This design comes from an exercise in tuning for small area on the open sky130 flow, not from production work.
Function was checked by simulation only, so behaviour that the tests miss may differ from the original.
No activity file was given, so power comes from the tool's default toggle rates.

== JK ==
==> flow/design.v (excerpt) <==
module UART(
    input clk,
    input rst,             
    input start,
    input [7:0] txin,     
    output tx,             
    input rx,              
    output [7:0] rxout,    
    output rxdone,         
    output txdone          
);
    reg [3:0] j;
    reg [3:0] s;
    reg [7:0] dat;
    wire idle    = j[3] & ~j[1] & j[0] & s[0];    
    wire bitDone = s[3] & ~s[1] & s[0];           
    wire s_wrap  = s[3] & s[1] & ~s[0];           
    always @(posedge clk) begin
        if (rst) begin
            j <= 4'd9;
            s <= 4'd1;
        end else if (idle) begin
            if (start) begin
                j <= 4'd14;
                s <= 4'd14;
            end
        end else begin
            if (s_wrap) j <= j + 4'd1;
            if (s == 4'd10) s <= 4'd0;
            else s <= s + 4'd1;
        end
    end
    always @(posedge clk)
        if (idle) dat <= txin;
    wire [2:0] jl = j[2:0];
    assign tx = j[3] ? ~(j[2] & j[0]) : dat[jl];
    assign txdone = (j == 4'd8) & bitDone;
    reg [2:0] p;
    reg [3:0] r;
    reg [9:1] rxd;
    wire ridle = (p == 3'd7);
    wire recv  = (p == 3'd6);
    wire rlast = r[3] & r[1];                     
    always @(posedge clk) begin
        if (rst) begin
            p <= 3'd7;
            r <= 4'd0;
        end else if (ridle) begin
            if (!rx) p <= 3'd0;
        end else if (recv) begin
            if (rlast) begin
                p <= 3'd7;
                r <= 4'd0;
            end else if (bitDone) begin
                p <= 3'd0;
                r <= r + 4'd1;
            end
        end else begin
            p <= p + 3'd1;
        end
    end
    always @(posedge clk) begin
        if (rst | ridle)
            rxd <= 9'd0;
        else if (p == 3'd5)
            rxd <= {rx, rxd[9:2]};
    end
    assign rxout  = rxd[8:1];
    assign rxdone = (r == 4'd9) & bitDone;
endmodule
For scale: ~170 cells after synthesis, about 32 flip-flops, roughly 23 I/O pins, roughly 1600 um^2 of cells after synthesis.
clock: 10.0 ns
lec_check: 0
cap_margin: 20
core_margin: 2
core_utilization: 40
slew_margin: 20
run.sh (not shown) runs the stock make flow with config.mk's settings and CLKGATE_MAP_FILE= SYNTH_SCRIPT=/design/flow/synth_recipe.tcl, a recipe that flattens the netlist after the stock synthesis.
JK | stages: all done | timing, DRC, antenna: all pass
Relative to JK, the following input files were edited for MS:
Settings: setting CTS_BUF_LIST to sky130_fd_sc_hd__clkbuf_4 for the first time; changing CORE_UTILIZATION from 40 to 70.
==> flow/flow/run.sh (new file) <==
#!/bin/bash
set -o pipefail
export BUFFER_PORTS_ARGS="-buffer_cell sky130_fd_sc_hd__buf_1"
bash standard.sh > standard.log 2>&1
==> flow/standard.sh (new file) <==
#!/bin/bash
# synth_recipe.tcl (not shown) runs the flow's synth.tcl, then flattens the netlist and writes it again
# the make line also repeats each setting of config.mk as NAME=value (left out here)
make -C /OpenROAD-flow-scripts/flow DESIGN_CONFIG=/design/flow/config.mk WORK_HOME=/design/flow/orfs CLKGATE_MAP_FILE= SYNTH_SCRIPT=/design/flow/synth_recipe.tcl "${@:-finish}"
removed: flow/run.sh
Notes after the runs:
Looking only at via count, and setting everything else aside, the lower value of JK and MS goes to JK. From JK to MS the numbers moved as follows: power consumed by the clock network climbed about 3.6%, power ~0 delta, total clock buffers created by CTS flat, global routing usage on met3 rose by 0.57 points. Achievable frequency (higher): MS. Re relative contribution of the clock network to total power: MS is 0.8 points up on JK. Where wire length of the first global-routing pass is concerned, JK is better than MS. Looking at JK and MS, the share of the synthesized area in compound gates (AO/OA/AOI/OAI) is a wash. Part of the power in combinational logic: MS lower than JK. Cmp JK and MS / final critical-path share of the clock period / lower: MS.
The following lists how AL was set up differently from MS:
Settings: a deleted CTS_BUF_LIST that had been sky130_fd_sc_hd__clkbuf_4.
==> flow/flow/run.sh <==
#!/bin/bash
# Layout flow: the standard flow (standard.sh) with three changes:
#  - synthesis is synth_recipe.tcl unchanged, except that its ABC mapping call
#    uses an area-oriented ABC script (flow/area.abc) instead of abc_speed;
#  - the port buffers are sky130_fd_sc_hd__buf_1 (BUFFER_PORTS_ARGS);
#  - clock tree synthesis uses small buffers and no dummy loads (CTS_ARGS).
# Each tool's output goes to a log file in this folder.
set -euo pipefail
W=$(pwd)

cat > "$W/area_synth.tcl" <<EOT
proc abc {args} {
  set i [lsearch -exact \$args -script]
  if { \$i >= 0 } { set args [lreplace \$args \$i [expr {\$i + 1}] -script $W/flow/area.abc] }
  yosys abc {*}\$args
}
source $W/synth_recipe.tcl
EOT

export BUFFER_PORTS_ARGS="-buffer_cell sky130_fd_sc_hd__buf_1"
export CTS_ARGS="-sink_clustering_enable -repair_clock_nets -dont_use_dummy_load -buf_list ${CTS_BUF:-sky130_fd_sc_hd__clkbuf_8} -sink_clustering_size 40 -sink_clustering_max_diameter 300"

sed "s#SYNTH_SCRIPT=[^ ]*#SYNTH_SCRIPT=$W/area_synth.tcl#" standard.sh > "$W/area_standard.sh"
grep -q "SYNTH_SCRIPT=$W/area_synth.tcl" "$W/area_standard.sh"

bash "$W/area_standard.sh" synth > "$W/synth.log" 2>&1
bash "$W/area_standard.sh" > "$W/layout.log" 2>&1
==> flow/flow/area.abc (new file) <==
strash
&get -n
&deepsyn -T 20
&put
dch
amap
==> comparison <==
Compared with MS, in AL sequential power decreased by 11% relative to the old numbers; core utilization went up by 3.1 points; pre-CTS setup slack moved down. Min detailed route wirelength on metal3 across MS and AL: AL. AL vs MS — global-route usage over all layers dropped 1.2 points. Changes observed in AL relative to MS: floorplan die area shows a reduction of 320 um^2, final area shows a reduction of about 9%, post-synthesis mux area share shows a reduction of 3.2 points.
Here is what was changed in the inputs of TR compared with AL.
Settings: setting CTS_BUF_LIST to sky130_fd_sc_hd__clkbuf_8 for the first time; setting CTS_CLUSTER_SIZE to 32 for the first time; setting CTS_CLUSTER_DIAMETER to 200 for the first time.
==> flow/flow/run.sh <==
#!/bin/bash
set -o pipefail
export BUFFER_PORTS_ARGS="-buffer_cell sky130_fd_sc_hd__buf_1"
bash standard.sh > standard.log 2>&1
removed: flow/flow/area.abc
--- outcome ---
TR packs its core more loosely than AL.
The final reports for TR and AL show sequential share of layout area lower in the former.
TR vs AL — half-perimeter wire length of the detailed placement result climbed by more than 10%
TR gives more highest fanout seen on the critical path than AL did.
Against AL, TR comes in 0.042 ns higher on setup slack.
For the cell area, TR came in about 13% higher than AL did.
Diff AL -> TR: final critical-path required period moved down, via-per-instance ratio climbed 0.38, depth of the worst register-to-register path decreased by 3 relative to the old numbers, total length of routed met3 wires up 31%.
Most area-hungry cell class in the final design = multi-input combinational cells: TR; most area-hungry cell class in the final design = sequential cells: AL
Lower synthesis-to-layout area growth goes to TR over AL.

-- static timing again, ports no longer ideal --
In the flow no input, the clock included, has a driving cell. The finished layouts below were timed again as built, in two steps. Step 1 assumes that a clkbuf_16 drives the clock port and a buf_2 every other input. Step 2 moves the port delays by t, midway between the first and last clock arrival at a register: inputs arrive t later, outputs are due t later. That takes back most of the time a late clock gives input paths. a / b / c = ideal ports / drivers / drivers and shift; a / b = the first two.
| run | t (ns) | setup slack, ns | worst setup path at the end | worst register clock-pin slew, ns |
|---|---|---|---|---|
| JK | 0.299 | 5.903 / 5.878 / 6.177 | register to output | 0.06 / 0.06 |
| MS | 0.352 | 6.152 / 6.131 / 6.483 | register to output | 0.11 / 0.11 |
| AL | 0.298 | 6.172 / 6.148 / 6.446 | register to output | 0.06 / 0.06 |
| TR | 0.301 | 6.214 / 6.192 / 6.493 | register to output | 0.07 / 0.07 |
After both steps every run listed still meets setup and hold.
